What follows belongs to an exercise in optimizing a design on an open flow for small area, a short achievable clock period and few clock cycles; a production flow would make more cautious choices.
In this exercise RTL edits were held to simulation tests only and were not proved equivalent to the original.

## flow/flow/run.sh

```bash
#!/bin/bash
# The standard layout (the standard.sh: ORFS synthesis to the final
# layout, unchanged), with two settings changed: timing repair may swap a cell
# for one of another footprint (sky130hd's platform config restricts repair to
# same-footprint sizes), and the buffer put on every input and output port is
# a buf_2 rather than the resizer's default pick. The whole ORFS run's output
# goes to standard.log.
set -euo pipefail
bash standard.sh MATCH_CELL_FOOTPRINT=0 'BUFFER_PORTS_ARGS=-buffer_cell sky130_fd_sc_hd__buf_2' finish > standard.log 2>&1
```

## flow/standard.sh

```bash
#!/bin/bash
# synth_recipe.tcl (not shown) runs the flow's synth.tcl, then flattens the netlist and writes it again
# the make line also repeats each setting of config.mk as NAME=value (left out here)
make -C /OpenROAD-flow-scripts/flow DESIGN_CONFIG=/design/flow/config.mk WORK_HOME=/design/flow/orfs CLKGATE_MAP_FILE= SYNTH_SCRIPT=/design/flow/synth_recipe.tcl "${@:-finish}"
```

## flow/config.mk

```make
export PLATFORM = sky130hd
export DESIGN_NAME = goldschmidt_divider_q4_4
export DESIGN_NICKNAME = goldschmidt_divider_q4_4
export VERILOG_FILES = /design/flow/design.v
export SDC_FILE = /design/flow/constraint.sdc
export NUM_CORES = 4
export LEC_CHECK = 0
export ABC_AREA = 1
export CAP_MARGIN = 20
export CORE_MARGIN = 2
export CORE_UTILIZATION = 55
export SETUP_SLACK_MARGIN = 1.5
export SLEW_MARGIN = 20
```

## flow/constraint.sdc

```tcl
create_clock -name core_clock -period 8.0 [get_ports {clk}]
set_input_delay 1.6000 -clock core_clock [delete_from_list [all_inputs] [get_ports {clk}]]
set_output_delay 1.6000 -clock core_clock [all_outputs]
set_load 0.01 [all_outputs]
```

## flow/design.v

```verilog
module goldschmidt_divider_q4_4 (
    input  wire       clk,
    input  wire       rst_n,
    input  wire       start,
    input  wire [7:0] numerator,
    input  wire [7:0] denominator,
    output wire [7:0] quotient,
    output reg        valid,
    output reg        error
);
    reg busy;
    always @(posedge clk or negedge rst_n) begin
        if (!rst_n) begin
            busy  <= 1'b0;
            valid <= 1'b0;
        end else begin
            busy  <= start;
            valid <= busy;
        end
    end
    wire       sgn0 = numerator[7] ^ denominator[7];
    wire [7:0] nr0  = numerator[7]   ? -numerator   : numerator;
    wire [7:0] dr0  = denominator[7] ? -denominator : denominator;
    reg [2:0] p0, cls0;
    always @(*) begin
        casez (dr0)
            8'b1???????: begin p0 = 3'd7; cls0 = dr0[6:4]; end
            8'b01??????: begin p0 = 3'd6; cls0 = dr0[5:3]; end
            8'b001?????: begin p0 = 3'd5; cls0 = dr0[4:2]; end
            8'b0001????: begin p0 = 3'd4; cls0 = dr0[3:1]; end
            8'b00001???: begin p0 = 3'd3; cls0 = dr0[2:0]; end
            8'b000001??: begin p0 = 3'd2; cls0 = {dr0[1:0], 1'b0}; end
            8'b0000001?: begin p0 = 3'd1; cls0 = {dr0[0], 2'b0}; end
            default:     begin p0 = 3'd0; cls0 = 3'd0; end
        endcase
    end
    reg [4:0] bd0, bd1;
    reg [2:0] bd2;
    always @(*) begin
        case ({nr0[2:0], 1'b0})
            4'b0000:          bd0 = 5'b00000;
            4'b0010:          bd0 = 5'b00001;
            4'b0100:          bd0 = 5'b00010;
            4'b0110:          bd0 = 5'b00100;
            4'b1000:          bd0 = 5'b11000;
            4'b1010:          bd0 = 5'b10100;
            4'b1100:          bd0 = 5'b10010;
            default:          bd0 = 5'b10001;
        endcase
        case (nr0[5:2])
            4'b0000, 4'b1111: bd1 = 5'b00000;
            4'b0001, 4'b0010: bd1 = 5'b00001;
            4'b0011, 4'b0100: bd1 = 5'b00010;
            4'b0101, 4'b0110: bd1 = 5'b00100;
            4'b0111:          bd1 = 5'b01000;
            4'b1000:          bd1 = 5'b11000;
            4'b1001, 4'b1010: bd1 = 5'b10100;
            4'b1011, 4'b1100: bd1 = 5'b10010;
            default:          bd1 = 5'b10001;
        endcase
        bd2 = {1'b0, nr0[7] | (nr0[6] & nr0[5]), ~nr0[7] & (nr0[6] ^ nr0[5])};
    end
    wire [12:0] k1a0 = ({13{cls0 == 3'd0}} & 13'd7224) |
        ({13{cls0 == 3'd1}} & 13'd6783) |
        ({13{cls0 == 3'd2}} & 13'd6240) |
        ({13{cls0 == 3'd3}} & 13'd5840) |
        ({13{cls0 == 3'd4}} & 13'd5328) |
        ({13{cls0 == 3'd5}} & 13'd5004) |
        ({13{cls0 == 3'd6}} & 13'd4658) |
        ({13{cls0 == 3'd7}} & 13'd4369);
    wire [14:0] k3a0 = ({15{cls0 == 3'd0}} & 15'd21672) |
        ({15{cls0 == 3'd1}} & 15'd20349) |
        ({15{cls0 == 3'd2}} & 15'd18720) |
        ({15{cls0 == 3'd3}} & 15'd17520) |
        ({15{cls0 == 3'd4}} & 15'd15984) |
        ({15{cls0 == 3'd5}} & 15'd15012) |
        ({15{cls0 == 3'd6}} & 15'd13974) |
        ({15{cls0 == 3'd7}} & 15'd13107);
    wire [7:0] rom0;
    wire rom_n16, rom_n17, rom_n18, rom_n19, rom_n20, rom_n21, rom_n22,
    rom_n23, rom_n24, rom_n25, rom_n26, rom_n27, rom_n28, rom_n29, rom_n30,
    rom_n31, rom_n32, rom_n33, rom_n34, rom_n35, rom_n36, rom_n37, rom_n38,
    rom_n39, rom_n40, rom_n41, rom_n42, rom_n43, rom_n44, rom_n45, rom_n46,
    rom_n47, rom_n48, rom_n49, rom_n50, rom_n51, rom_n52, rom_n53, rom_n54,
    rom_n55, rom_n56, rom_n57, rom_n58, rom_n59, rom_n60, rom_n61, rom_n62,
    rom_n63, rom_n64, rom_n65, rom_n66, rom_n67, rom_n68, rom_n69, rom_n70,
    rom_n71, rom_n72, rom_n73, rom_n74, rom_n75, rom_n76, rom_n77, rom_n78,
    rom_n79, rom_n80, rom_n81, rom_n82, rom_n83, rom_n84, rom_n85, rom_n86,
    rom_n87, rom_n88, rom_n89, rom_n90, rom_n91, rom_n92, rom_n93, rom_n94,
    rom_n95, rom_n96, rom_n97, rom_n98, rom_n99, rom_n100, rom_n102,
    rom_n103, rom_n104, rom_n105, rom_n106, rom_n107, rom_n108, rom_n109,
    rom_n110, rom_n111, rom_n112, rom_n113, rom_n114, rom_n115, rom_n116,
    rom_n117, rom_n118, rom_n119, rom_n120, rom_n121, rom_n122, rom_n123,
    rom_n124, rom_n125, rom_n126, rom_n127, rom_n128, rom_n129, rom_n130,
    rom_n131, rom_n132, rom_n133, rom_n134, rom_n135, rom_n136, rom_n137,
    rom_n138, rom_n139, rom_n140, rom_n141, rom_n142, rom_n143, rom_n144,
    rom_n145, rom_n146, rom_n147, rom_n148, rom_n149, rom_n150, rom_n151,
    rom_n152, rom_n153, rom_n154, rom_n155, rom_n156, rom_n158, rom_n159,
    rom_n160, rom_n161, rom_n162, rom_n163, rom_n164, rom_n165, rom_n166,
    rom_n167, rom_n168, rom_n169, rom_n170, rom_n171, rom_n172, rom_n173,
    rom_n174, rom_n175, rom_n176, rom_n177, rom_n178, rom_n179, rom_n180,
    rom_n181, rom_n182, rom_n183, rom_n184, rom_n185, rom_n187, rom_n188,
    rom_n189, rom_n190, rom_n191, rom_n192, rom_n193, rom_n194, rom_n195,
    rom_n196, rom_n197, rom_n198, rom_n199, rom_n200, rom_n201, rom_n202,
    rom_n203, rom_n204, rom_n205, rom_n206, rom_n207, rom_n208, rom_n209,
    rom_n210, rom_n211, rom_n212, rom_n213, rom_n214, rom_n215, rom_n216,
    rom_n217, rom_n218, rom_n219, rom_n220, rom_n221, rom_n222, rom_n223,
    rom_n224, rom_n225, rom_n226, rom_n227, rom_n228, rom_n230, rom_n231,
    rom_n232, rom_n233, rom_n234, rom_n235, rom_n236, rom_n237, rom_n238,
    rom_n239, rom_n240, rom_n241, rom_n242, rom_n243, rom_n244, rom_n245,
    rom_n246, rom_n247, rom_n248, rom_n249, rom_n251, rom_n252, rom_n253,
    rom_n254, rom_n255, rom_n256, rom_n257, rom_n258, rom_n259, rom_n260,
    rom_n261, rom_n262, rom_n263, rom_n264, rom_n265, rom_n266, rom_n267,
    rom_n269, rom_n270, rom_n271, rom_n272, rom_n273, rom_n274, rom_n275,
    rom_n276, rom_n277, rom_n278, rom_n279, rom_n280, rom_n281, rom_n282,
    rom_n283, rom_n284, rom_n285, rom_n286, rom_n287, rom_n288, rom_n289,
    rom_n290, rom_n291, rom_n293, rom_n294, rom_n295, rom_n296, rom_n297,
    rom_n298, rom_n299, rom_n300, rom_n301, rom_n302, rom_n303, rom_n304,
    rom_n305, rom_n306, rom_n307, rom_n308, rom_n309, rom_n310, rom_n311,
    rom_n312, rom_n313, rom_n314;
    assign rom_n16 = nr0[1] & nr0[4];
    assign rom_n17 = ~nr0[6] & ~rom_n16;
    assign rom_n18 = nr0[6] & rom_n16;
    assign rom_n19 = nr0[5] & ~nr0[6];
    assign rom_n20 = ~nr0[5] & nr0[6];
    assign rom_n21 = ~rom_n19 & ~rom_n20;
    assign rom_n22 = ~rom_n18 & rom_n21;
    assign rom_n23 = ~rom_n17 & rom_n22;
    assign rom_n24 = nr0[2] & rom_n20;
    assign rom_n25 = ~nr0[1] & ~nr0[4];
    assign rom_n26 = nr0[5] & rom_n25;
    assign rom_n27 = ~rom_n24 & ~rom_n26;
    assign rom_n28 = ~rom_n23 & rom_n27;
    assign rom_n29 = nr0[3] & ~rom_n28;
    assign rom_n30 = ~nr0[2] & rom_n20;
    assign rom_n31 = nr0[1] & ~nr0[2];
    assign rom_n32 = rom_n19 & ~rom_n31;
    assign rom_n33 = ~rom_n30 & ~rom_n32;
    assign rom_n34 = nr0[3] & nr0[6];
    assign rom_n35 = ~rom_n16 & rom_n34;
    assign rom_n36 = rom_n16 & rom_n20;
    assign rom_n37 = ~rom_n35 & ~rom_n36;
    assign rom_n38 = ~rom_n16 & ~rom_n20;
    assign rom_n39 = rom_n37 & ~rom_n38;
    assign rom_n40 = ~rom_n33 & rom_n39;
    assign rom_n41 = nr0[1] & ~nr0[6];
    assign rom_n42 = ~nr0[3] & ~rom_n19;
    assign rom_n43 = ~rom_n16 & rom_n42;
    assign rom_n44 = rom_n41 & rom_n43;
    assign rom_n45 = ~nr0[3] & nr0[4];
    assign rom_n46 = nr0[5] & rom_n45;
    assign rom_n47 = ~nr0[1] & ~nr0[2];
    assign rom_n48 = nr0[5] & nr0[6];
    assign rom_n49 = rom_n47 & rom_n48;
    assign rom_n50 = ~rom_n46 & rom_n49;
    assign rom_n51 = nr0[1] & nr0[2];
    assign rom_n52 = ~nr0[3] & ~nr0[6];
    assign rom_n53 = nr0[4] & rom_n52;
    assign rom_n54 = ~rom_n51 & rom_n53;
    assign rom_n55 = rom_n46 & ~rom_n47;
    assign rom_n56 = ~rom_n54 & ~rom_n55;
    assign rom_n57 = ~rom_n50 & rom_n56;
    assign rom_n58 = ~rom_n44 & rom_n57;
    assign rom_n59 = ~rom_n40 & rom_n58;
    assign rom_n60 = ~rom_n29 & rom_n59;
    assign rom_n61 = ~nr0[0] & nr0[1];
    assign rom_n62 = ~nr0[0] & nr0[4];
    assign rom_n63 = ~rom_n19 & rom_n62;
    assign rom_n64 = ~rom_n61 & ~rom_n63;
    assign rom_n65 = ~rom_n18 & ~rom_n64;
    assign rom_n66 = nr0[1] & ~rom_n62;
    assign rom_n67 = ~rom_n20 & ~rom_n41;
    assign rom_n68 = ~rom_n66 & rom_n67;
    assign rom_n69 = nr0[0] & ~nr0[3];
    assign rom_n70 = ~rom_n21 & rom_n69;
    assign rom_n71 = nr0[3] & ~nr0[4];
    assign rom_n72 = rom_n20 & rom_n71;
    assign rom_n73 = ~nr0[0] & ~nr0[5];
    assign rom_n74 = nr0[3] & rom_n73;
    assign rom_n75 = ~rom_n72 & ~rom_n74;
    assign rom_n76 = ~rom_n70 & rom_n75;
    assign rom_n77 = ~rom_n68 & rom_n76;
    assign rom_n78 = nr0[2] & ~rom_n77;
    assign rom_n79 = rom_n19 & rom_n71;
    assign rom_n80 = nr0[0] & nr0[4];
    assign rom_n81 = ~rom_n19 & rom_n80;
    assign rom_n82 = ~nr0[1] & ~rom_n45;
    assign rom_n83 = ~rom_n81 & rom_n82;
    assign rom_n84 = ~rom_n79 & rom_n83;
    assign rom_n85 = rom_n78 & ~rom_n84;
    assign rom_n86 = ~rom_n65 & ~rom_n85;
    assign rom_n87 = nr0[0] & ~nr0[6];
    assign rom_n88 = ~rom_n86 & ~rom_n87;
    assign rom_n89 = ~rom_n60 & rom_n88;
    assign rom_n90 = ~nr0[6] & rom_n85;
    assign rom_n91 = nr0[0] & rom_n60;
    assign rom_n92 = ~rom_n90 & rom_n91;
    assign rom_n93 = ~rom_n89 & ~rom_n92;
    assign rom_n94 = nr0[2] & rom_n19;
    assign rom_n95 = ~rom_n20 & ~rom_n94;
    assign rom_n96 = ~rom_n34 & ~rom_n52;
    assign rom_n97 = ~nr0[2] & rom_n96;
    assign rom_n98 = rom_n95 & ~rom_n97;
    assign rom_n99 = ~nr0[0] & rom_n25;
    assign rom_n100 = ~rom_n98 & rom_n99;
    assign rom0[0] = ~rom_n93 | rom_n100;
    assign rom_n102 = ~rom_n16 & ~rom_n25;
    assign rom_n103 = nr0[5] & rom_n80;
    assign rom_n104 = ~nr0[6] & ~rom_n103;
    assign rom_n105 = rom_n102 & rom_n104;
    assign rom_n106 = ~rom_n85 & rom_n105;
    assign rom_n107 = ~rom_n20 & ~rom_n106;
    assign rom_n108 = ~rom_n93 & rom_n107;
    assign rom_n109 = nr0[4] & ~rom_n108;
    assign rom_n110 = rom_n19 & rom_n47;
    assign rom_n111 = nr0[2] & nr0[6];
    assign rom_n112 = ~rom_n20 & ~rom_n111;
    assign rom_n113 = nr0[1] & ~nr0[5];
    assign rom_n114 = ~rom_n112 & ~rom_n113;
    assign rom_n115 = ~rom_n110 & ~rom_n114;
    assign rom_n116 = rom_n69 & ~rom_n115;
    assign rom_n117 = ~nr0[2] & ~nr0[5];
    assign rom_n118 = nr0[0] & ~nr0[1];
    assign rom_n119 = ~rom_n61 & ~rom_n118;
    assign rom_n120 = rom_n117 & rom_n119;
    assign rom_n121 = rom_n34 & ~rom_n118;
    assign rom_n122 = rom_n112 & rom_n121;
    assign rom_n123 = ~rom_n120 & ~rom_n122;
    assign rom_n124 = ~nr0[3] & rom_n61;
    assign rom_n125 = rom_n20 & rom_n124;
    assign rom_n126 = rom_n51 & rom_n74;
    assign rom_n127 = ~rom_n125 & ~rom_n126;
    assign rom_n128 = rom_n123 & rom_n127;
    assign rom_n129 = ~nr0[3] & rom_n118;
    assign rom_n130 = ~rom_n61 & rom_n94;
    assign rom_n131 = ~rom_n129 & rom_n130;
    assign rom_n132 = ~nr0[0] & nr0[5];
    assign rom_n133 = rom_n31 & rom_n132;
    assign rom_n134 = nr0[2] & rom_n118;
    assign rom_n135 = rom_n21 & rom_n134;
    assign rom_n136 = ~rom_n133 & ~rom_n135;
    assign rom_n137 = ~rom_n131 & rom_n136;
    assign rom_n138 = rom_n128 & rom_n137;
    assign rom_n139 = ~rom_n116 & rom_n138;
    assign rom_n140 = rom_n109 & rom_n139;
    assign rom_n141 = ~nr0[1] & nr0[4];
    assign rom_n142 = nr0[4] & ~nr0[5];
    assign rom_n143 = ~rom_n45 & ~rom_n142;
    assign rom_n144 = rom_n141 & rom_n143;
    assign rom_n145 = rom_n87 & rom_n144;
    assign rom_n146 = rom_n37 & ~rom_n145;
    assign rom_n147 = rom_n16 & ~rom_n78;
    assign rom_n148 = ~rom_n146 & ~rom_n147;
    assign rom_n149 = ~nr0[0] & ~rom_n37;
    assign rom_n150 = ~nr0[2] & ~rom_n149;
    assign rom_n151 = ~rom_n148 & ~rom_n150;
    assign rom_n152 = ~nr0[3] & ~nr0[5];
    assign rom_n153 = ~rom_n151 & rom_n152;
    assign rom_n154 = ~rom_n108 & rom_n153;
    assign rom_n155 = ~rom_n109 & ~rom_n139;
    assign rom_n156 = ~rom_n154 & ~rom_n155;
    assign rom0[1] = ~rom_n140 & rom_n156;
    assign rom_n158 = ~nr0[3] & rom_n25;
    assign rom_n159 = rom_n132 & rom_n158;
    assign rom_n160 = nr0[3] & rom_n25;
    assign rom_n161 = rom_n21 & rom_n160;
    assign rom_n162 = rom_n20 & rom_n118;
    assign rom_n163 = ~rom_n161 & ~rom_n162;
    assign rom_n164 = ~rom_n159 & rom_n163;
    assign rom_n165 = ~rom_n145 & rom_n164;
    assign rom_n166 = ~nr0[2] & ~rom_n165;
    assign rom_n167 = rom_n17 & ~rom_n46;
    assign rom_n168 = ~rom_n96 & ~rom_n167;
    assign rom_n169 = ~nr0[5] & ~nr0[6];
    assign rom_n170 = rom_n158 & rom_n169;
    assign rom_n171 = ~rom_n168 & ~rom_n170;
    assign rom_n172 = rom_n98 & rom_n142;
    assign rom_n173 = rom_n171 & rom_n172;
    assign rom_n174 = ~rom_n85 & ~rom_n173;
    assign rom_n175 = ~rom_n166 & rom_n174;
    assign rom_n176 = ~rom_n51 & rom0[1];
    assign rom_n177 = ~nr0[2] & rom_n25;
    assign rom_n178 = ~rom_n24 & ~rom_n177;
    assign rom_n179 = rom_n43 & rom_n178;
    assign rom_n180 = ~rom_n176 & rom_n179;
    assign rom_n181 = rom_n175 & ~rom_n180;
    assign rom_n182 = rom_n19 & rom_n31;
    assign rom_n183 = ~rom_n155 & rom_n182;
    assign rom_n184 = rom_n30 & rom_n62;
    assign rom_n185 = ~rom_n183 & ~rom_n184;
    assign rom0[2] = ~rom_n181 | ~rom_n185;
    assign rom_n187 = rom_n20 & ~rom_n181;
    assign rom_n188 = rom_n45 & ~rom_n168;
    assign rom_n189 = ~nr0[2] & ~rom_n80;
    assign rom_n190 = rom_n119 & rom_n189;
    assign rom_n191 = nr0[2] & nr0[4];
    assign rom_n192 = ~nr0[5] & ~rom_n191;
    assign rom_n193 = ~rom_n190 & ~rom_n192;
    assign rom_n194 = ~nr0[3] & nr0[6];
    assign rom_n195 = ~nr0[4] & ~rom_n194;
    assign rom_n196 = ~rom_n160 & rom_n195;
    assign rom_n197 = rom_n193 & rom_n196;
    assign rom_n198 = ~rom_n188 & ~rom_n197;
    assign rom_n199 = nr0[6] & rom_n193;
    assign rom_n200 = nr0[3] & ~rom_n199;
    assign rom_n201 = nr0[5] & rom_n66;
    assign rom_n202 = rom_n104 & ~rom_n201;
    assign rom_n203 = ~rom_n85 & ~rom_n202;
    assign rom_n204 = ~nr0[1] & rom_n73;
    assign rom_n205 = ~nr0[0] & rom_n85;
    assign rom_n206 = ~rom_n204 & ~rom_n205;
    assign rom_n207 = ~rom_n203 & rom_n206;
    assign rom_n208 = rom_n200 & ~rom_n207;
    assign rom_n209 = ~rom_n198 & ~rom_n208;
    assign rom_n210 = nr0[4] & rom_n33;
    assign rom_n211 = nr0[3] & ~rom_n210;
    assign rom_n212 = ~rom_n197 & rom_n211;
    assign rom_n213 = ~rom_n166 & rom_n212;
    assign rom_n214 = ~rom_n209 & ~rom_n213;
    assign rom_n215 = ~rom_n187 & rom_n214;
    assign rom_n216 = rom_n30 & rom_n45;
    assign rom_n217 = ~nr0[0] & ~rom_n72;
    assign rom_n218 = ~rom_n216 & rom_n217;
    assign rom_n219 = ~rom_n215 & ~rom_n218;
    assign rom_n220 = rom_n42 & ~rom_n195;
    assign rom_n221 = rom0[0] & rom_n220;
    assign rom_n222 = ~nr0[0] & ~rom_n221;
    assign rom_n223 = rom_n215 & rom_n222;
    assign rom_n224 = ~rom_n219 & ~rom_n223;
    assign rom_n225 = rom_n16 & ~rom_n21;
    assign rom_n226 = nr0[0] & ~rom_n38;
    assign rom_n227 = ~rom_n225 & rom_n226;
    assign rom_n228 = ~rom_n214 & rom_n227;
    assign rom0[3] = rom_n224 | rom_n228;
    assign rom_n230 = nr0[2] & ~nr0[4];
    assign rom_n231 = ~rom_n151 & ~rom_n230;
    assign rom_n232 = nr0[0] & rom_n48;
    assign rom_n233 = ~nr0[6] & ~rom_n71;
    assign rom_n234 = ~rom_n141 & rom_n233;
    assign rom_n235 = ~rom_n232 & ~rom_n234;
    assign rom_n236 = ~rom_n131 & ~rom_n235;
    assign rom_n237 = ~rom_n224 & rom_n236;
    assign rom_n238 = ~rom_n166 & ~rom_n224;
    assign rom_n239 = ~rom_n52 & ~rom_n113;
    assign rom_n240 = rom_n102 & rom_n239;
    assign rom_n241 = rom_n171 & ~rom_n240;
    assign rom_n242 = ~rom_n238 & rom_n241;
    assign rom_n243 = ~rom_n237 & ~rom_n242;
    assign rom_n244 = ~rom_n231 & ~rom_n243;
    assign rom_n245 = ~nr0[2] & nr0[4];
    assign rom_n246 = ~rom_n146 & rom_n245;
    assign rom_n247 = ~rom0[1] & rom_n246;
    assign rom_n248 = rom_n231 & ~rom_n247;
    assign rom_n249 = rom_n243 & rom_n248;
    assign rom0[4] = rom_n244 | rom_n249;
    assign rom_n251 = rom_n169 & rom_n177;
    assign rom_n252 = ~rom_n111 & ~rom_n251;
    assign rom_n253 = ~nr0[0] & ~rom_n252;
    assign rom_n254 = rom_n52 & rom_n189;
    assign rom_n255 = ~nr0[5] & rom_n158;
    assign rom_n256 = ~rom_n144 & ~rom_n255;
    assign rom_n257 = ~rom_n254 & rom_n256;
    assign rom_n258 = ~rom_n253 & ~rom_n257;
    assign rom_n259 = nr0[5] & ~rom_n102;
    assign rom_n260 = ~rom_n80 & ~rom_n259;
    assign rom_n261 = rom0[1] & ~rom_n260;
    assign rom_n262 = ~rom_n192 & rom_n194;
    assign rom_n263 = ~rom_n261 & rom_n262;
    assign rom_n264 = ~rom_n173 & ~rom_n208;
    assign rom_n265 = ~rom_n263 & rom_n264;
    assign rom_n266 = nr0[4] & rom_n204;
    assign rom_n267 = ~rom_n265 & ~rom_n266;
    assign rom0[5] = rom_n258 | rom_n267;
    assign rom_n269 = nr0[0] & nr0[2];
    assign rom_n270 = ~nr0[0] & ~nr0[2];
    assign rom_n271 = rom_n20 & ~rom_n270;
    assign rom_n272 = ~rom_n269 & rom_n271;
    assign rom_n273 = rom_n16 & ~rom_n272;
    assign rom_n274 = ~rom_n237 & rom_n273;
    assign rom_n275 = ~nr0[1] & nr0[5];
    assign rom_n276 = ~rom_n191 & rom_n275;
    assign rom_n277 = ~rom_n93 & rom_n276;
    assign rom_n278 = rom_n21 & ~rom_n117;
    assign rom_n279 = ~rom_n69 & ~rom_n278;
    assign rom_n280 = rom_n69 & rom_n95;
    assign rom_n281 = rom_n25 & ~rom_n280;
    assign rom_n282 = ~rom_n279 & rom_n281;
    assign rom_n283 = ~rom_n277 & ~rom_n282;
    assign rom_n284 = ~rom_n274 & rom_n283;
    assign rom_n285 = ~rom_n200 & ~rom_n284;
    assign rom_n286 = nr0[1] & ~rom_n142;
    assign rom_n287 = nr0[6] & ~rom_n286;
    assign rom_n288 = ~rom_n20 & rom_n286;
    assign rom_n289 = ~rom_n287 & ~rom_n288;
    assign rom_n290 = ~rom_n265 & rom_n289;
    assign rom_n291 = ~rom_n106 & ~rom_n290;
    assign rom0[6] = rom_n285 | ~rom_n291;
    assign rom_n293 = ~nr0[1] & rom_n175;
    assign rom_n294 = nr0[0] & ~rom_n293;
    assign rom_n295 = rom_n175 & rom_n200;
    assign rom_n296 = ~rom_n294 & ~rom_n295;
    assign rom_n297 = ~rom_n277 & rom_n296;
    assign rom_n298 = rom_n106 & rom_n208;
    assign rom_n299 = ~nr0[1] & rom_n34;
    assign rom_n300 = rom_n143 & ~rom_n299;
    assign rom_n301 = nr0[2] & ~rom_n45;
    assign rom_n302 = ~rom_n300 & ~rom_n301;
    assign rom_n303 = ~rom_n72 & ~rom_n302;
    assign rom_n304 = ~rom_n298 & rom_n303;
    assign rom_n305 = ~rom_n297 & rom_n304;
    assign rom_n306 = nr0[1] & rom_n34;
    assign rom_n307 = ~rom_n141 & ~rom_n306;
    assign rom_n308 = rom0[2] & rom_n307;
    assign rom_n309 = ~nr0[0] & ~rom_n308;
    assign rom_n310 = ~rom_n305 & ~rom_n309;
    assign rom_n311 = rom_n47 & rom_n52;
    assign rom_n312 = rom_n300 & ~rom_n311;
    assign rom_n313 = ~rom_n208 & rom_n312;
    assign rom_n314 = rom_n309 & rom_n313;
    assign rom0[7] = rom_n310 | rom_n314;
    wire dz0   = (denominator == 8'd0);
    wire eq0   = (nr0 == dr0);
    wire d160  = (dr0 == 8'h10) & nr0[7];
    wire d1280 = (denominator == 8'h80);
    wire usesp0 = dz0 | eq0 | d160 | d1280;
    reg [7:0] spec0;
    always @(*) begin
        if (dz0)       spec0 = 8'h00;
        else if (eq0)  spec0 = 8'h10;
        else if (d160) spec0 = 8'h80;
        else           spec0 = rom0;
    end
    wire       bsa0 = bd0[4], bsa1 = bd1[4];
    wire [4:1] bma0 = bd0[3:0], bma1 = bd1[3:0];
    wire [4:1] bma2 = {2'b00, bd2[1:0]};
    wire ppa0_0 = (bsa0 ^ ((bma0[1] & k1a0[0]) | (bma0[3] & k3a0[0])));
    wire ppa0_1 = (bsa0 ^ ((bma0[1] & k1a0[1]) | (bma0[2] & k1a0[0]) | (bma0[3] & k3a0[1])));
    wire ppa0_2 = (bsa0 ^ ((bma0[1] & k1a0[2]) | (bma0[2] & k1a0[1]) | (bma0[3] & k3a0[2]) | (bma0[4] & k1a0[0])));
    wire ppa0_3 = (bsa0 ^ ((bma0[1] & k1a0[3]) | (bma0[2] & k1a0[2]) | (bma0[3] & k3a0[3]) | (bma0[4] & k1a0[1])));
    wire ppa0_4 = (bsa0 ^ ((bma0[1] & k1a0[4]) | (bma0[2] & k1a0[3]) | (bma0[3] & k3a0[4]) | (bma0[4] & k1a0[2])));
    wire ppa0_5 = (bsa0 ^ ((bma0[1] & k1a0[5]) | (bma0[2] & k1a0[4]) | (bma0[3] & k3a0[5]) | (bma0[4] & k1a0[3])));
    wire ppa0_6 = (bsa0 ^ ((bma0[1] & k1a0[6]) | (bma0[2] & k1a0[5]) | (bma0[3] & k3a0[6]) | (bma0[4] & k1a0[4])));
    wire ppa0_7 = (bsa0 ^ ((bma0[1] & k1a0[7]) | (bma0[2] & k1a0[6]) | (bma0[3] & k3a0[7]) | (bma0[4] & k1a0[5])));
    wire ppa0_8 = (bsa0 ^ ((bma0[1] & k1a0[8]) | (bma0[2] & k1a0[7]) | (bma0[3] & k3a0[8]) | (bma0[4] & k1a0[6])));
    wire ppa0_9 = (bsa0 ^ ((bma0[1] & k1a0[9]) | (bma0[2] & k1a0[8]) | (bma0[3] & k3a0[9]) | (bma0[4] & k1a0[7])));
    wire ppa0_10 = (bsa0 ^ ((bma0[1] & k1a0[10]) | (bma0[2] & k1a0[9]) | (bma0[3] & k3a0[10]) | (bma0[4] & k1a0[8])));
    wire ppa0_11 = (bsa0 ^ ((bma0[1] & k1a0[11]) | (bma0[2] & k1a0[10]) | (bma0[3] & k3a0[11]) | (bma0[4] & k1a0[9])));
    wire ppa0_12 = (bsa0 ^ ((bma0[1] & k1a0[12]) | (bma0[2] & k1a0[11]) | (bma0[3] & k3a0[12]) | (bma0[4] & k1a0[10])));
    wire ppa0_13 = (bsa0 ^ ((bma0[2] & k1a0[12]) | (bma0[3] & k3a0[13]) | (bma0[4] & k1a0[11])));
    wire ppa0_14 = (bsa0 ^ ((bma0[3] & k3a0[14]) | (bma0[4] & k1a0[12])));
    wire [14:0] ppa0 = {ppa0_14, ppa0_13, ppa0_12, ppa0_11, ppa0_10, ppa0_9, ppa0_8, ppa0_7, ppa0_6, ppa0_5, ppa0_4, ppa0_3, ppa0_2, ppa0_1, ppa0_0};
    wire ppa1_0 = (bsa1 ^ ((bma1[1] & k1a0[0]) | (bma1[3] & k3a0[0])));
    wire ppa1_1 = (bsa1 ^ ((bma1[1] & k1a0[1]) | (bma1[2] & k1a0[0]) | (bma1[3] & k3a0[1])));
    wire ppa1_2 = (bsa1 ^ ((bma1[1] & k1a0[2]) | (bma1[2] & k1a0[1]) | (bma1[3] & k3a0[2]) | (bma1[4] & k1a0[0])));
    wire ppa1_3 = (bsa1 ^ ((bma1[1] & k1a0[3]) | (bma1[2] & k1a0[2]) | (bma1[3] & k3a0[3]) | (bma1[4] & k1a0[1])));
    wire ppa1_4 = (bsa1 ^ ((bma1[1] & k1a0[4]) | (bma1[2] & k1a0[3]) | (bma1[3] & k3a0[4]) | (bma1[4] & k1a0[2])));
    wire ppa1_5 = (bsa1 ^ ((bma1[1] & k1a0[5]) | (bma1[2] & k1a0[4]) | (bma1[3] & k3a0[5]) | (bma1[4] & k1a0[3])));
    wire ppa1_6 = (bsa1 ^ ((bma1[1] & k1a0[6]) | (bma1[2] & k1a0[5]) | (bma1[3] & k3a0[6]) | (bma1[4] & k1a0[4])));
    wire ppa1_7 = (bsa1 ^ ((bma1[1] & k1a0[7]) | (bma1[2] & k1a0[6]) | (bma1[3] & k3a0[7]) | (bma1[4] & k1a0[5])));
    wire ppa1_8 = (bsa1 ^ ((bma1[1] & k1a0[8]) | (bma1[2] & k1a0[7]) | (bma1[3] & k3a0[8]) | (bma1[4] & k1a0[6])));
    wire ppa1_9 = (bsa1 ^ ((bma1[1] & k1a0[9]) | (bma1[2] & k1a0[8]) | (bma1[3] & k3a0[9]) | (bma1[4] & k1a0[7])));
    wire ppa1_10 = (bsa1 ^ ((bma1[1] & k1a0[10]) | (bma1[2] & k1a0[9]) | (bma1[3] & k3a0[10]) | (bma1[4] & k1a0[8])));
    wire ppa1_11 = (bsa1 ^ ((bma1[1] & k1a0[11]) | (bma1[2] & k1a0[10]) | (bma1[3] & k3a0[11]) | (bma1[4] & k1a0[9])));
    wire ppa1_12 = (bsa1 ^ ((bma1[1] & k1a0[12]) | (bma1[2] & k1a0[11]) | (bma1[3] & k3a0[12]) | (bma1[4] & k1a0[10])));
    wire ppa1_13 = (bsa1 ^ ((bma1[2] & k1a0[12]) | (bma1[3] & k3a0[13]) | (bma1[4] & k1a0[11])));
    wire ppa1_14 = (bsa1 ^ ((bma1[3] & k3a0[14]) | (bma1[4] & k1a0[12])));
    wire [14:0] ppa1 = {ppa1_14, ppa1_13, ppa1_12, ppa1_11, ppa1_10, ppa1_9, ppa1_8, ppa1_7, ppa1_6, ppa1_5, ppa1_4, ppa1_3, ppa1_2, ppa1_1, ppa1_0};
    wire ppa2_0 = ((bma2[1] & k1a0[0]));
    wire ppa2_1 = ((bma2[1] & k1a0[1]) | (bma2[2] & k1a0[0]));
    wire ppa2_2 = ((bma2[1] & k1a0[2]) | (bma2[2] & k1a0[1]));
    wire ppa2_3 = ((bma2[1] & k1a0[3]) | (bma2[2] & k1a0[2]));
    wire ppa2_4 = ((bma2[1] & k1a0[4]) | (bma2[2] & k1a0[3]));
    wire ppa2_5 = ((bma2[1] & k1a0[5]) | (bma2[2] & k1a0[4]));
    wire ppa2_6 = ((bma2[1] & k1a0[6]) | (bma2[2] & k1a0[5]));
    wire ppa2_7 = ((bma2[1] & k1a0[7]) | (bma2[2] & k1a0[6]));
    wire ppa2_8 = ((bma2[1] & k1a0[8]) | (bma2[2] & k1a0[7]));
    wire ppa2_9 = ((bma2[1] & k1a0[9]) | (bma2[2] & k1a0[8]));
    wire ppa2_10 = ((bma2[1] & k1a0[10]) | (bma2[2] & k1a0[9]));
    wire ppa2_11 = ((bma2[1] & k1a0[11]) | (bma2[2] & k1a0[10]));
    wire ppa2_12 = ((bma2[1] & k1a0[12]) | (bma2[2] & k1a0[11]));
    wire ppa2_13 = ((bma2[2] & k1a0[12]));
    wire [13:0] ppa2 = {ppa2_13, ppa2_12, ppa2_11, ppa2_10, ppa2_9, ppa2_8, ppa2_7, ppa2_6, ppa2_5, ppa2_4, ppa2_3, ppa2_2, ppa2_1, ppa2_0};
    reg [14:0] pp0, pp1;
    reg [13:0] pp2;
    reg        bs0, bs1;
    reg [2:0]  pa, cls;
    reg        sgna, dza, usespa;
    always @(posedge clk) begin
        pp0    <= usesp0 ? 15'd0 : ppa0;
        pp1    <= usesp0 ? 15'd0 : ppa1;
        pp2    <= usesp0 ? {3'd0, spec0, 3'd0} : ppa2;
        bs0    <= ~usesp0 & bsa0;
        bs1    <= ~usesp0 & bsa1;
        pa     <= p0;
        cls    <= cls0;
        sgna   <= sgn0;
        dza    <= dz0;
        usespa <= usesp0;
    end
    wire m1_1;
    wire m1_2;
    wire m1_3;
    wire m1_4;
    wire m1_5;
    wire m1_6;
    wire m1_7;
    wire m1_8;
    wire m1_9;
    wire m1_10;
    wire m1_11;
    wire m1_12;
    wire m1_13;
    wire m1_14;
    wire m1_15;
    wire m1_16;
    wire m1_17;
    wire m1_18;
    wire m1_19;
    wire m1_20;
    wire m1_21;
    wire m1_22;
    wire m1_23;
    wire m1_24;
    wire m1_25;
    wire m1_26;
    wire m1_27;
    wire m1_28;
    wire m1_29;
    wire m1_30;
    wire m1_31;
    wire m1_32;
    wire m1_33;
    wire m1_34;
    assign m1_1 = bs1 ^ pp0[3];
    assign m1_2 = bs1 & pp0[3];
    assign m1_3 = pp0[4] ^ pp1[1];
    assign m1_4 = pp0[4] & pp1[1];
    assign m1_5 = pp0[5] ^ pp1[2];
    assign m1_6 = pp0[5] & pp1[2];
    assign m1_7 = pp0[6] ^ pp1[3] ^ pp2[0];
    assign m1_8 = (pp0[6] & pp1[3]) | (pp0[6] & pp2[0]) | (pp1[3] & pp2[0]);
    assign m1_9 = pp0[7] ^ pp1[4] ^ pp2[1];
    assign m1_10 = (pp0[7] & pp1[4]) | (pp0[7] & pp2[1]) | (pp1[4] & pp2[1]);
    assign m1_11 = pp0[8] ^ pp1[5] ^ pp2[2];
    assign m1_12 = (pp0[8] & pp1[5]) | (pp0[8] & pp2[2]) | (pp1[5] & pp2[2]);
    assign m1_13 = pp0[9] ^ pp1[6] ^ pp2[3];
    assign m1_14 = (pp0[9] & pp1[6]) | (pp0[9] & pp2[3]) | (pp1[6] & pp2[3]);
    assign m1_15 = pp0[10] ^ pp1[7] ^ pp2[4];
    assign m1_16 = (pp0[10] & pp1[7]) | (pp0[10] & pp2[4]) | (pp1[7] & pp2[4]);
    assign m1_17 = pp0[11] ^ pp1[8] ^ pp2[5];
    assign m1_18 = (pp0[11] & pp1[8]) | (pp0[11] & pp2[5]) | (pp1[8] & pp2[5]);
    assign m1_19 = pp0[12] ^ pp1[9] ^ pp2[6];
    assign m1_20 = (pp0[12] & pp1[9]) | (pp0[12] & pp2[6]) | (pp1[9] & pp2[6]);
    assign m1_21 = pp0[13] ^ pp1[10] ^ pp2[7];
    assign m1_22 = (pp0[13] & pp1[10]) | (pp0[13] & pp2[7]) | (pp1[10] & pp2[7]);
    assign m1_23 = pp0[14] ^ pp1[11] ^ pp2[8];
    assign m1_24 = (pp0[14] & pp1[11]) | (pp0[14] & pp2[8]) | (pp1[11] & pp2[8]);
    assign m1_25 = bs0 ^ pp1[12] ^ pp2[9];
    assign m1_26 = (bs0 & pp1[12]) | (bs0 & pp2[9]) | (pp1[12] & pp2[9]);
    assign m1_27 = bs0 ^ pp1[13] ^ pp2[10];
    assign m1_28 = (bs0 & pp1[13]) | (bs0 & pp2[10]) | (pp1[13] & pp2[10]);
    assign m1_29 = bs0 ^ pp1[14] ^ pp2[11];
    assign m1_30 = (bs0 & pp1[14]) | (bs0 & pp2[11]) | (pp1[14] & pp2[11]);
    assign m1_31 = ~bs0 ^ ~bs1 ^ pp2[12];
    assign m1_32 = (~bs0 & ~bs1) | (~bs0 & pp2[12]) | (~bs1 & pp2[12]);
    assign m1_33 = 1'b1 ^ pp2[13];
    assign m1_34 = 1'b1 & pp2[13];
    wire [19:0] x_a = {m1_33, m1_31, m1_29, m1_27, m1_25, m1_23, m1_21, m1_19, m1_17, m1_15, m1_13, m1_11, m1_9, m1_7, m1_5, m1_3, m1_1, pp0[2], pp0[1], bs0};
    wire [19:0] x_b = {m1_32, m1_30, m1_28, m1_26, m1_24, m1_22, m1_20, m1_18, m1_16, m1_14, m1_12, m1_10, m1_8, m1_6, m1_4, m1_2, pp1[0], 1'b0, 1'b0, pp0[0]};
    wire [19:0] x  = x_a + x_b;
    wire [11:0] n2 = x[19:8];
    wire [1:0] s3 = ({2{cls == 3'd1}} & 2'd1) |
        ({2{cls == 3'd2}} & 2'd2) |
        ({2{cls == 3'd3}} & 2'd2) |
        ({2{cls == 3'd4}} & 2'd2) |
        ({2{cls == 3'd5}} & 2'd2) |
        ({2{cls == 3'd6}} & 2'd2) |
        ({2{cls == 3'd7}} & 2'd2);
    wire [1:0] es = ({2{cls == 3'd0}} & 2'd1) |
        ({2{cls == 3'd2}} & 2'd2) |
        ({2{cls == 3'd4}} & 2'd1);
    wire [2:0] e1 = ({3{cls == 3'd0}} & 3'd1) |
        ({3{cls == 3'd1}} & 3'd4) |
        ({3{cls == 3'd2}} & 3'd7) |
        ({3{cls == 3'd3}} & 3'd2) |
        ({3{cls == 3'd4}} & 3'd1) |
        ({3{cls == 3'd7}} & 3'd1);
    wire [2:0] e2 = ({3{cls == 3'd0}} & 3'd4) |
        ({3{cls == 3'd1}} & 3'd1) |
        ({3{cls == 3'd3}} & 3'd1) |
        ({3{cls == 3'd4}} & 3'd2) |
        ({3{cls == 3'd5}} & 3'd1) |
        ({3{cls == 3'd6}} & 3'd1);
    wire [19:0] c2t = ({20{cls == 3'd0}} & 20'd1040385) |
        ({20{cls == 3'd2}} & 20'd1015812) |
        ({20{cls == 3'd4}} & 20'd1040385);
    wire [19:0] c2 = c2t & {20{~usespa}};
    wire es_0 = es[0] & ~usespa, es_1 = es[1] & ~usespa;
    wire e1_0 = e1[0] & ~usespa, e1_1 = e1[1] & ~usespa, e1_2 = e1[2] & ~usespa;
    wire e2_0 = e2[0] & ~usespa, e2_1 = e2[1] & ~usespa, e2_2 = e2[2] & ~usespa;
    wire m2_1;
    wire m2_2;
    wire m2_3;
    wire m2_4;
    wire m2_5;
    wire m2_6;
    wire m2_7;
    wire m2_8;
    wire m2_9;
    wire m2_10;
    wire m2_11;
    wire m2_12;
    wire m2_13;
    wire m2_14;
    wire m2_15;
    wire m2_16;
    wire m2_17;
    wire m2_18;
    wire m2_19;
    wire m2_20;
    wire m2_21;
    wire m2_22;
    wire m2_23;
    wire m2_24;
    wire m2_25;
    wire m2_26;
    wire m2_27;
    wire m2_28;
    wire m2_29;
    wire m2_30;
    wire m2_31;
    wire m2_32;
    wire m2_33;
    wire m2_34;
    wire m2_35;
    wire m2_36;
    wire m2_37;
    wire m2_38;
    wire m2_39;
    wire m2_40;
    wire m2_41;
    wire m2_42;
    wire m2_43;
    wire m2_44;
    wire m2_45;
    wire m2_46;
    wire m2_47;
    wire m2_48;
    wire m2_49;
    wire m2_50;
    wire m2_51;
    wire m2_52;
    wire m2_53;
    wire m2_54;
    assign m2_1 = n2[0] ^ (es_0 ^ ((e1_0 & n2[8]) | (e2_0 & n2[7])));
    assign m2_2 = n2[0] & (es_0 ^ ((e1_0 & n2[8]) | (e2_0 & n2[7])));
    assign m2_3 = n2[1] ^ (es_0 ^ ((e1_0 & n2[9]) | (e2_0 & n2[8]))) ^ (es_1 ^ ((e1_1 & n2[7]) | (e2_1 & n2[6])));
    assign m2_4 = (n2[1] & (es_0 ^ ((e1_0 & n2[9]) | (e2_0 & n2[8])))) | (n2[1] & (es_1 ^ ((e1_1 & n2[7]) | (e2_1 & n2[6])))) | ((es_0 ^ ((e1_0 & n2[9]) | (e2_0 & n2[8]))) & (es_1 ^ ((e1_1 & n2[7]) | (e2_1 & n2[6]))));
    assign m2_5 = n2[2] ^ (es_0 ^ ((e1_0 & n2[10]) | (e2_0 & n2[9]))) ^ (es_1 ^ ((e1_1 & n2[8]) | (e2_1 & n2[7])));
    assign m2_6 = (n2[2] & (es_0 ^ ((e1_0 & n2[10]) | (e2_0 & n2[9])))) | (n2[2] & (es_1 ^ ((e1_1 & n2[8]) | (e2_1 & n2[7])))) | ((es_0 ^ ((e1_0 & n2[10]) | (e2_0 & n2[9]))) & (es_1 ^ ((e1_1 & n2[8]) | (e2_1 & n2[7]))));
    assign m2_7 = n2[3] ^ (es_0 ^ ((e1_0 & n2[11]) | (e2_0 & n2[10]))) ^ (es_1 ^ ((e1_1 & n2[9]) | (e2_1 & n2[8])));
    assign m2_8 = (n2[3] & (es_0 ^ ((e1_0 & n2[11]) | (e2_0 & n2[10])))) | (n2[3] & (es_1 ^ ((e1_1 & n2[9]) | (e2_1 & n2[8])))) | ((es_0 ^ ((e1_0 & n2[11]) | (e2_0 & n2[10]))) & (es_1 ^ ((e1_1 & n2[9]) | (e2_1 & n2[8]))));
    assign m2_9 = n2[4] ^ (es_0 ^ ((e2_0 & n2[11]))) ^ (es_1 ^ ((e1_1 & n2[10]) | (e2_1 & n2[9])));
    assign m2_10 = (n2[4] & (es_0 ^ ((e2_0 & n2[11])))) | (n2[4] & (es_1 ^ ((e1_1 & n2[10]) | (e2_1 & n2[9])))) | ((es_0 ^ ((e2_0 & n2[11]))) & (es_1 ^ ((e1_1 & n2[10]) | (e2_1 & n2[9]))));
    assign m2_11 = n2[5] ^ c2[13] ^ (es_1 ^ ((e1_1 & n2[11]) | (e2_1 & n2[10])));
    assign m2_12 = (n2[5] & c2[13]) | (n2[5] & (es_1 ^ ((e1_1 & n2[11]) | (e2_1 & n2[10])))) | (c2[13] & (es_1 ^ ((e1_1 & n2[11]) | (e2_1 & n2[10]))));
    assign m2_13 = n2[6] ^ c2[14] ^ (es_1 ^ ((e2_1 & n2[11])));
    assign m2_14 = (n2[6] & c2[14]) | (n2[6] & (es_1 ^ ((e2_1 & n2[11])))) | (c2[14] & (es_1 ^ ((e2_1 & n2[11]))));
    assign m2_15 = n2[7] ^ c2[15];
    assign m2_16 = n2[7] & c2[15];
    assign m2_17 = n2[8] ^ c2[16];
    assign m2_18 = n2[8] & c2[16];
    assign m2_19 = c2[2] ^ (es_0 ^ ((e1_0 & n2[2]) | (e2_0 & n2[1])));
    assign m2_20 = c2[2] & (es_0 ^ ((e1_0 & n2[2]) | (e2_0 & n2[1])));
    assign m2_21 = (es_0 ^ ((e1_0 & n2[3]) | (e2_0 & n2[2]))) ^ (es_1 ^ ((e1_1 & n2[1]) | (e2_1 & n2[0])));
    assign m2_22 = (es_0 ^ ((e1_0 & n2[3]) | (e2_0 & n2[2]))) & (es_1 ^ ((e1_1 & n2[1]) | (e2_1 & n2[0])));
    assign m2_23 = (es_0 ^ ((e1_0 & n2[4]) | (e2_0 & n2[3]))) ^ (es_1 ^ ((e1_1 & n2[2]) | (e2_1 & n2[1]))) ^ ((e1_2 & n2[0]));
    assign m2_24 = ((es_0 ^ ((e1_0 & n2[4]) | (e2_0 & n2[3]))) & (es_1 ^ ((e1_1 & n2[2]) | (e2_1 & n2[1])))) | ((es_0 ^ ((e1_0 & n2[4]) | (e2_0 & n2[3]))) & ((e1_2 & n2[0]))) | ((es_1 ^ ((e1_1 & n2[2]) | (e2_1 & n2[1]))) & ((e1_2 & n2[0])));
    assign m2_25 = (es_0 ^ ((e1_0 & n2[5]) | (e2_0 & n2[4]))) ^ (es_1 ^ ((e1_1 & n2[3]) | (e2_1 & n2[2]))) ^ ((e1_2 & n2[1]) | (e2_2 & n2[0]));
    assign m2_26 = ((es_0 ^ ((e1_0 & n2[5]) | (e2_0 & n2[4]))) & (es_1 ^ ((e1_1 & n2[3]) | (e2_1 & n2[2])))) | ((es_0 ^ ((e1_0 & n2[5]) | (e2_0 & n2[4]))) & ((e1_2 & n2[1]) | (e2_2 & n2[0]))) | ((es_1 ^ ((e1_1 & n2[3]) | (e2_1 & n2[2]))) & ((e1_2 & n2[1]) | (e2_2 & n2[0])));
    assign m2_27 = (es_0 ^ ((e1_0 & n2[6]) | (e2_0 & n2[5]))) ^ (es_1 ^ ((e1_1 & n2[4]) | (e2_1 & n2[3]))) ^ ((e1_2 & n2[2]) | (e2_2 & n2[1]));
    assign m2_28 = ((es_0 ^ ((e1_0 & n2[6]) | (e2_0 & n2[5]))) & (es_1 ^ ((e1_1 & n2[4]) | (e2_1 & n2[3])))) | ((es_0 ^ ((e1_0 & n2[6]) | (e2_0 & n2[5]))) & ((e1_2 & n2[2]) | (e2_2 & n2[1]))) | ((es_1 ^ ((e1_1 & n2[4]) | (e2_1 & n2[3]))) & ((e1_2 & n2[2]) | (e2_2 & n2[1])));
    assign m2_29 = (es_0 ^ ((e1_0 & n2[7]) | (e2_0 & n2[6]))) ^ (es_1 ^ ((e1_1 & n2[5]) | (e2_1 & n2[4]))) ^ ((e1_2 & n2[3]) | (e2_2 & n2[2]));
    assign m2_30 = ((es_0 ^ ((e1_0 & n2[7]) | (e2_0 & n2[6]))) & (es_1 ^ ((e1_1 & n2[5]) | (e2_1 & n2[4])))) | ((es_0 ^ ((e1_0 & n2[7]) | (e2_0 & n2[6]))) & ((e1_2 & n2[3]) | (e2_2 & n2[2]))) | ((es_1 ^ ((e1_1 & n2[5]) | (e2_1 & n2[4]))) & ((e1_2 & n2[3]) | (e2_2 & n2[2])));
    assign m2_31 = (es_1 ^ ((e1_1 & n2[6]) | (e2_1 & n2[5]))) ^ ((e1_2 & n2[4]) | (e2_2 & n2[3])) ^ m2_1;
    assign m2_32 = ((es_1 ^ ((e1_1 & n2[6]) | (e2_1 & n2[5]))) & ((e1_2 & n2[4]) | (e2_2 & n2[3]))) | ((es_1 ^ ((e1_1 & n2[6]) | (e2_1 & n2[5]))) & m2_1) | (((e1_2 & n2[4]) | (e2_2 & n2[3])) & m2_1);
    assign m2_33 = ((e1_2 & n2[5]) | (e2_2 & n2[4])) ^ m2_2 ^ m2_3;
    assign m2_34 = (((e1_2 & n2[5]) | (e2_2 & n2[4])) & m2_2) | (((e1_2 & n2[5]) | (e2_2 & n2[4])) & m2_3) | (m2_2 & m2_3);
    assign m2_35 = ((e1_2 & n2[6]) | (e2_2 & n2[5])) ^ m2_4 ^ m2_5;
    assign m2_36 = (((e1_2 & n2[6]) | (e2_2 & n2[5])) & m2_4) | (((e1_2 & n2[6]) | (e2_2 & n2[5])) & m2_5) | (m2_4 & m2_5);
    assign m2_37 = ((e1_2 & n2[7]) | (e2_2 & n2[6])) ^ m2_6 ^ m2_7;
    assign m2_38 = (((e1_2 & n2[7]) | (e2_2 & n2[6])) & m2_6) | (((e1_2 & n2[7]) | (e2_2 & n2[6])) & m2_7) | (m2_6 & m2_7);
    assign m2_39 = ((e1_2 & n2[8]) | (e2_2 & n2[7])) ^ m2_8 ^ m2_9;
    assign m2_40 = (((e1_2 & n2[8]) | (e2_2 & n2[7])) & m2_8) | (((e1_2 & n2[8]) | (e2_2 & n2[7])) & m2_9) | (m2_8 & m2_9);
    assign m2_41 = ((e1_2 & n2[9]) | (e2_2 & n2[8])) ^ m2_10 ^ m2_11;
    assign m2_42 = (((e1_2 & n2[9]) | (e2_2 & n2[8])) & m2_10) | (((e1_2 & n2[9]) | (e2_2 & n2[8])) & m2_11) | (m2_10 & m2_11);
    assign m2_43 = ((e1_2 & n2[10]) | (e2_2 & n2[9])) ^ m2_12 ^ m2_13;
    assign m2_44 = (((e1_2 & n2[10]) | (e2_2 & n2[9])) & m2_12) | (((e1_2 & n2[10]) | (e2_2 & n2[9])) & m2_13) | (m2_12 & m2_13);
    assign m2_45 = m2_15 ^ ((e1_2 & n2[11]) | (e2_2 & n2[10])) ^ m2_14;
    assign m2_46 = (m2_15 & ((e1_2 & n2[11]) | (e2_2 & n2[10]))) | (m2_15 & m2_14) | (((e1_2 & n2[11]) | (e2_2 & n2[10])) & m2_14);
    assign m2_47 = m2_16 ^ m2_17 ^ ((e2_2 & n2[11]));
    assign m2_48 = (m2_16 & m2_17) | (m2_16 & ((e2_2 & n2[11]))) | (m2_17 & ((e2_2 & n2[11])));
    assign m2_49 = n2[9] ^ c2[17] ^ m2_18;
    assign m2_50 = (n2[9] & c2[17]) | (n2[9] & m2_18) | (c2[17] & m2_18);
    assign m2_51 = n2[10] ^ c2[18];
    assign m2_52 = n2[10] & c2[18];
    assign m2_53 = n2[11] ^ c2[19];
    assign m2_54 = n2[11] & c2[19];
    wire [19:0] y_a = {m2_53, m2_51, m2_49, m2_47, m2_45, m2_43, m2_41, m2_39, m2_37, m2_35, m2_33, m2_31, m2_29, m2_27, m2_25, m2_23, m2_21, m2_19, (es_0 ^ ((e1_0 & n2[1]) | (e2_0 & n2[0]))), c2[0]};
    wire [19:0] y_b = {m2_52, m2_50, m2_48, m2_46, m2_44, m2_42, m2_40, m2_38, m2_36, m2_34, m2_32, m2_30, m2_28, m2_26, m2_24, m2_22, m2_20, (es_1 ^ ((e1_1 & n2[0]))), 1'b0, (es_0 ^ ((e1_0 & n2[0])))};
    wire [19:0] y  = y_a + y_b;
    reg [11:0] n3;
    reg        sg;
    reg [2:0]  pb;
    reg [1:0]  sb;
    always @(posedge clk) begin
        n3    <= y[19:8];
        pb    <= usespa ? 3'd0 : pa;
        sb    <= usespa ? 2'd3 : s3;
        sg    <= sgna;
        error <= dza;
    end
    wire [5:0]  n3s = (sb == 2'd0) ? n3[11:6] :
                      (sb == 2'd1) ? {1'b0, n3[11:7]} :
                      (sb == 2'd2) ? {2'b0, n3[11:8]} : 6'd0;
    wire [12:0] n4  = {1'b0, n3} + {7'd0, n3s};
    wire [6:0]  ph = 7'd1 << pb;
    wire [8:0]  t = ({9{ph[0]}} & n4[8:0])  | ({9{ph[1]}} & n4[9:1])  |
                    ({9{ph[2]}} & n4[10:2]) | ({9{ph[3]}} & n4[11:3]) |
                    ({9{ph[4]}} & n4[12:4]) | ({9{ph[5]}} & {1'b0, n4[12:5]}) |
                    ({9{ph[6]}} & {2'b0, n4[12:6]});
    assign quotient = (t[8:1] ^ {8{sg}}) + {7'd0, t[0] ^ sg};
endmodule
```

==> results of run 1 <==
-- layout by cell type (no fill, tap or decap), types with 39 or more instances in the layout --
cell / count
a21oi_1: 63
o21ai_0: 95
nand2_1: 219
xor2_1: 59
o21ai_1: 39
inv_1: 197
dfxtp_1: 74
o22ai_1: 43
ha_1: 57
nand3_1: 73
nor2_1: 110
-- critical path, delay by kind of cell (launching register included) --
family	cells	cell delay, ns
DFF	1	0.32
adders and majority gates	5	2.16
and+or+nand+nor	20	1.91
xor gates and xnor gates	2	0.35
AOI/OAI and AO/OA	5	0.85
buffers and inverters	3	0.15
-- registers in the layout (all words and copies together) (netlist names) --
register,count
cls,3
pa,3
pp1,15
bs1,1
usespa,1
sgna,1
pp0,15
sb,2
bs0,1
valid,1
busy,1
dza,1
pb,3
sg,1
error,1
pp2,14
n3,12
-- stage by stage --
stage / instances / hold WS, ns / area (µm²)
after CTS: 1559 / 0.328 / 9380
after detailed placement: 1543 / 0.313 / 9070
after global routing: 1559 / 0.338 / 9380
after floorplan: 1325 / 0.310 / 8800
after global placement: 1543 / 0.313 / 9070
final: 1559 / 0.325 / 9380
-- per-layer routing --
layer / part of all wire / up-vias / wire length, µm / global-route usage
met5: 0 / - / 0 / 0
met3: 0.068 / 49 / 1630 / 0.0448
met1: 0.43 / 3996 / 10300 / 0.370
li1: - / 4443 / - / -
met2: 0.47 / 370 / 11300 / 0.488
met4: 0.024 / 0 / 564 / 0.0914
-- cells in the mapped netlist (8+ instances only) --
master / number
xor2_1: 59
o21ai_0: 95
nor2_4: 8
nor2_1: 110
inv_1: 197
clkbuf_1: 11
clkinv_1: 11
nor3_1: 19
inv_2: 37
xnor2_1: 11
ha_1: 57
o211ai_1: 13
nand2_1: 219
o21ai_1: 39
nand3_1: 73
a22oi_1: 11
fa_1: 33
dfxtp_1: 74
buf_2: 9
nor2_2: 12
nand2_2: 15
o22ai_1: 43
o221ai_1: 21
nand4_1: 12
a21oi_1: 63
-- kinds of logic (layout without fill, tap and decap cells) --
group           Yosys count  count (layout)  synth area share
simple gates            496             496             0.258
compound gates          318             318             0.217
buf+inv                 274             292             0.123
fa+ha+maj                90              90             0.156
flops                    76              76             0.174
xor+xnor                 71              71            0.0715
-- path summary, 6_finish.rpt --
| check | startpoint | to | slack [ns] | cells after the start |
|---|---|---|---|---|
| worst max-delay path | pp0[7] | n3[10] | 2.15 | 35 |
| worst min-delay path | sgna | sg | 0.32 | 0 |
| worst max register to register | pp0[7] | n3[10] | 2.15 | 35 |
| worst min register to register | sgna | sg | 0.32 | 0 |
| max in group asynchronous | rst_n | busy | 6.88 | 1 |
| min in group asynchronous | rst_n | busy | 1.03 | 1 |
-- cell type report --
| cell class | instances | share of cell area |
|---|---|---|
| well taps | 216 | 0.0288 |
| flip-flops and latches | 76 | 0.163 |
| inverters | 245 | 0.0980 |
| clock buffers | 9 | 0.0240 |
| clock inverters | 7 | 0.00947 |
| multi-input cells | 975 | 0.659 |
| repair buffers | 31 | 0.0173 |
==> results.rst, run 1 <==
.. list-table::
   :header-rows: 1

   * - Metric
     - Value
   * - Number of global-route vias before repair
     - 8261
   * - Max Clock Skew
     - 0.0136 ns
   * - Cell mode on critical path
     - nand2_1
   * - Dominant register cell in the synthesized netlist
     - dfxtp_1
   * - Final routed wirelength across all metal layers
     - 23.8 mm
   * - Data arrival time of the worst path
     - 6.11 ns
   * - Register cell area after layout
     - 1530 µm²
   * - Clk sink count
     - 76
   * - Setup TNS Final
     - 0 ns
   * - Combined area of all synthesized cells
     - 8800 µm²
   * - Final setup violating endpoints
     - 0
   * - Largest cells by area after synthesis
     - dfxtp_1 17%, nand2_1 9.3%, inv_1 8.4%
   * - Mean area per synthesized cell
     - 6.64 µm²
   * - Number of antenna violations at the first check in global routing
     - 0
   * - Vertical die dimension
     - 130 µm
   * - Number of iterations in the first detailed-routing pass
     - 5
   * - Yosys top cell by area
     - dfxtp_1
   * - Drc violations
     - 0
   * - Number of CTS-inserted buffers
     - 9
   * - Placeable core region
     - 15800 µm²
   * - Max-Slew Margin vs Limit
     - 0.266
   * - Detailed router's first-iteration violation count
     - 869
   * - Wire length of the first global-routing pass
     - 39.0 mm
   * - Number of synthesized register bits
     - 76
   * - Worst Tran Pin Value
     - 1.07 ns
   * - FFs w/ async S/R, synth
     - 0.0263
   * - Critical path class
     - reg -> reg
   * - Ant. Diodes
     - 0
   * - Sum of overflow across all layers after global routing
     - 0
   * - Clock tree root driver cell
     - clkbuf_16
   * - RSZ-0062 raised after global routing
     - no
   * - Final period util
     - 0.731
   * - Cells after Synth
     - 1325
   * - Clock-pin transition on the worst setup and hold timing paths
     - 0.07 ns
   * - Effective utilization at floorplan
     - 0.558
   * - Synth Warn #
     - 1
   * - Max-cap violation count
     - 0
   * - CP Launch Type
     - flip-flop
   * - WL per Instance
     - 15.3 µm
   * - Layout area overhead
     - 6.61%
   * - Number of buffers on the longest clock path
     - 2
   * - Endpoint kind of the worst setup timing path
     - flip-flop
   * - Final worst path period need
     - 5.85 ns
   * - Weighted congestion reported at the end of routability-driven placement
     - 1.06
   * - Proportion of synthesized chip area in sequential cells
     - 0.174
   * - Delay of the slowest cell on the worst path
     - 0.54 ns
   * - Share of final-layout standard cells stronger than drive strength 1
     - 0.105
   * - Number of pins exceeding their max-slew limit in the final report
     - 0
   * - Required time of the critical path
     - 8.26 ns
   * - Net count of the mapped netlist
     - 1434
   * - Via Count
     - 8858
   * - CP max-delay cell
     - fa_1
   * - Distinct cells, synth
     - 59
   * - Status
     - no timing/DRC/antenna violations
   * - Fillers
     - 1573
   * - Type of the most critical hold path
     - reg -> reg
   * - Largest net degree at the start of global routing
     - 21
   * - Worst-skew pair later-pin latency
     - 0.34 ns
   * - Multi-input combinational cell area
     - 6180 µm²
   * - Number of input and output port buffers inserted
     - 28
   * - Die W
     - 130 µm
   * - Worst-case setup margin in the final layout
     - 2.15 ns
   * - Routed Antenna Nets
     - 0
   * - Util after Layout
     - 0.595
   * - Hold Fails Final Rpt
     - 0
   * - Buffers inserted by post-CTS timing repair
     - 0
   * - Area fraction of the dominant cell type after synthesis
     - 0.168
   * - Post-DP HPWL
     - 18.7 mm
   * - Worst-path fanout max
     - 6
   * - GRT Resource Usage Total
     - 0.285
   * - Layout net count
     - 1447
   * - Worst slack at placement
     - 2.18 ns
   * - TritonCTS clock tree
     - built
   * - Fmax achieved
     - 171 MHz
   * - Post-CTS Resized
     - 0
   * - Post-DR vias/cell
     - 5.68
   * - Count of standard-cell rows
     - 46
   * - Number of buffers added to fix hold violations after cts
     - 0
   * - Number of levels the H-tree was split into
     - 3
   * - Number of enable flip-flop cells after synthesis
     - 0
   * - Number of placed I/O pins
     - 29
   * - Area enclosed by the die boundary
     - 17000 µm²
Testbench counts, summed over its fixed seeds: cycles 32,000.
==> run 2, diff against run 1 <==
--- a/flow/config.mk
+++ b/flow/config.mk
@@ -10,4 +10,4 @@
 export CORE_MARGIN = 2
 export CORE_UTILIZATION = 55
-export SETUP_SLACK_MARGIN = 1.5
+export SETUP_SLACK_MARGIN = 2.0
 export SLEW_MARGIN = 20
==> run 2 against run 1 <==
Compared with the run above: via count shrank 0.14%; clock skew shrank 0.00055 ns; non-clock buffer count grew 2; clock-buffer cell count is the same; final area grew 1.4%; core utilization grew 0.86 points; sequential share of layout area shrank 0.23 points; final cell count grew 0.13%; critical path type unchanged.
==> results.rst, run 2 <==
.. list-table::
   :header-rows: 1

   * - Metric
     - Value
   * - Status
     - no timing/DRC/antenna violations
   * - Number of buffers on the longest clock path
     - 2
   * - CP Launch Type
     - flip-flop
   * - Area enclosed by the die boundary
     - 17000 µm²
   * - Number of placed I/O pins
     - 29
   * - Placeable core region
     - 15800 µm²
   * - Clk sink count
     - 76
   * - Clock tree root driver cell
     - clkbuf_16
   * - Post-DP HPWL
     - 18.7 mm
   * - Number of antenna violations at the first check in global routing
     - 0
   * - Drc violations
     - 0
   * - FFs w/ async S/R, synth
     - 0.0263
   * - Worst slack on hold paths
     - 0.325 ns
   * - Max Clock Skew
     - 0.0131 ns
   * - Wire length of the first global-routing pass
     - 39.0 mm
   * - RSZ-0062 raised after global routing
     - yes
   * - Routed Antenna Nets
     - 0
   * - Layout area overhead
     - 8.15%
   * - Number of pins exceeding their max-slew limit in the final report
     - 0
   * - Required time of the critical path
     - 8.26 ns
   * - Cells after Synth
     - 1325
   * - Type of the most critical hold path
     - reg -> reg
   * - Number of iterations in the first detailed-routing pass
     - 6
   * - Number of global-route vias before repair
     - 8261
   * - CP max-delay cell
     - fa_1
   * - Die W
     - 130 µm
   * - Combined area of all synthesized cells
     - 8800 µm²
   * - Ant. Diodes
     - 0
   * - Vertical die dimension
     - 130 µm
   * - Fillers
     - 1561
   * - Final period util
     - 0.700
   * - Final worst path period need
     - 5.60 ns
   * - Number of enable flip-flop cells after synthesis
     - 0
   * - Setup slack, reg-to-reg
     - 2.40 ns
   * - Most used standard cells in the synthesized netlist
     - 219 x nand2_1, 197 x inv_1, 110 x nor2_1, 95 x o21ai_0, 74 x dfxtp_1
   * - Most frequent cells in the layout
     - 214 x nand2_1, 197 x inv_1, 107 x nor2_1, 92 x o21ai_0, 74 x dfxtp_1
   * - Finished Layout Cells
     - 1561
   * - Setup TNS Final
     - 0 ns
   * - Weighted congestion reported at the end of routability-driven placement
     - 1.06
   * - R2R Path End
     - n3[10]
   * - Max-Slew Margin vs Limit
     - 0.275
   * - R2r worst-path depth
     - 35
   * - Sum of overflow across all layers after global routing
     - 0
   * - Distinct cells, synth
     - 59
   * - TritonCTS clock tree
     - built
   * - Number of levels the H-tree was split into
     - 3
   * - Detailed router's first-iteration violation count
     - 835
   * - GRT Resource Usage Total
     - 0.285
   * - Instance count along the most critical hold path
     - 0
   * - Post-DR vias/cell
     - 5.67
   * - Net count of the mapped netlist
     - 1434
   * - Fmax achieved
     - 179 MHz
   * - Count of standard-cell rows
     - 46
   * - Critical Path Start
     - pp2[1]
   * - Worst-path fanout max
     - 6
   * - Mean area per synthesized cell
     - 6.64 µm²
   * - Share of final-layout standard cells stronger than drive strength 1
     - 0.123
   * - Worst slack at placement
     - 2.18 ns
   * - Cell count after placement
     - 1543
   * - Number of synthesized register bits
     - 76
   * - Via Count
     - 8846
   * - Largest registers
     - pp0 (15), pp1 (15), pp2 (14)
   * - Cell mode on critical path
     - nand2_1
   * - Area fraction of the dominant cell type after synthesis
     - 0.168
   * - Worst Tran Pin Value
     - 1.08 ns
   * - Max-cap violation count
     - 0
   * - FF-to-FF Start
     - pp2[1]
   * - Endpoint, Worst Hold
     - sg
## run 2: worst max path at each step
stage	end	cells after the start
after CTS	n3[10]	35
final	n3[10]	35
after global placement	n3[10]	35
after global routing	n3[10]	35
after floorplan	n3[10]	35
after detailed placement	n3[10]	35
## run 2: worst max-delay path, delay by kind of cell (launching register included)
family / cells / cell delay, ns
buffers and inverters: 3 / 0.18
xor gates and xnor gates: 2 / 0.34
and+or+nand+nor: 20 / 1.85
AOI/OAI and AO/OA: 5 / 0.73
adders and majority gates: 5 / 2.12
DFF: 1 / 0.32
## run 2: area by class of cell
type                    instances  area, µm²  area share
inverters                     245        920      0.0966
flip-flops and latches         76       1530       0.161
clock inverters                 7       88.8     0.00934
clock buffers                   9        225      0.0237
well taps                     216        270      0.0284
repair buffers                 33        178      0.0187
multi-input cells             975       6300       0.662
## run 2: metal layers
layer,GRT usage,part of all wire,vias to the layer above
li1,-,-,4448
met1,0.370,0.43,3979
met3,0.0448,0.070,57
met2,0.488,0.47,362
met5,0,0,-
met4,0.0914,0.025,0
## run 2: cell families after synthesis
logic type               after synthesis  share of synthesized area
AO/OA/AOI/OAI                        318                      0.217
AND/OR/NAND/NOR                      496                      0.258
flip-flops                            76                      0.174
adder cells (fa/ha/maj)               90                      0.156
buffers and inverters                274                      0.123
XOR/XNOR                              71                     0.0715
## run 2: stage by stage
| stage | util | cell area (µm²) |
|---|---|---|
| after floorplan | - | 8800 |
| after global placement | 0.575 | 9070 |
| after detailed placement | 0.575 | 9070 |
| after CTS | 0.595 | 9380 |
| after global routing | 0.603 | 9520 |
| final | 0.603 | 9520 |
## run 2: what timing repair did
action,CTS,global route
setup endpoints to repair,0,11
gates resized for setup,0,28
hold buffers,0,0
setup buffers,0,2

-- re-timing with driven ports --
How much do the figures lean on ideal ports? The routed layouts below were timed once more, with nothing changed but the port constraints.
Step 1 assumes that a clkbuf_16 drives the clock port and a buf_2 every other input.
Step 2 also shifts input and output timing later by t, the mid clock arrival at the registers, as if the neighbouring blocks saw the same clock.
a / b / c = ideal / step 1 / step 2; a / b = the first two.
run	shift t [ns]	setup slack, ns	clock arrival spread, ns	worst data-port slew with drivers (ns)
run 1	0.373	2.148 / 2.148 / 2.148	0.015 / 0.015	0.03
run 2	0.374	2.399 / 2.399 / 2.301	0.013 / 0.013	0.03
After both steps every run listed still meets setup and hold. The setup slack of run 2, which loses most, moves by 0.000 ns with the drivers and by -0.098 ns with both steps.
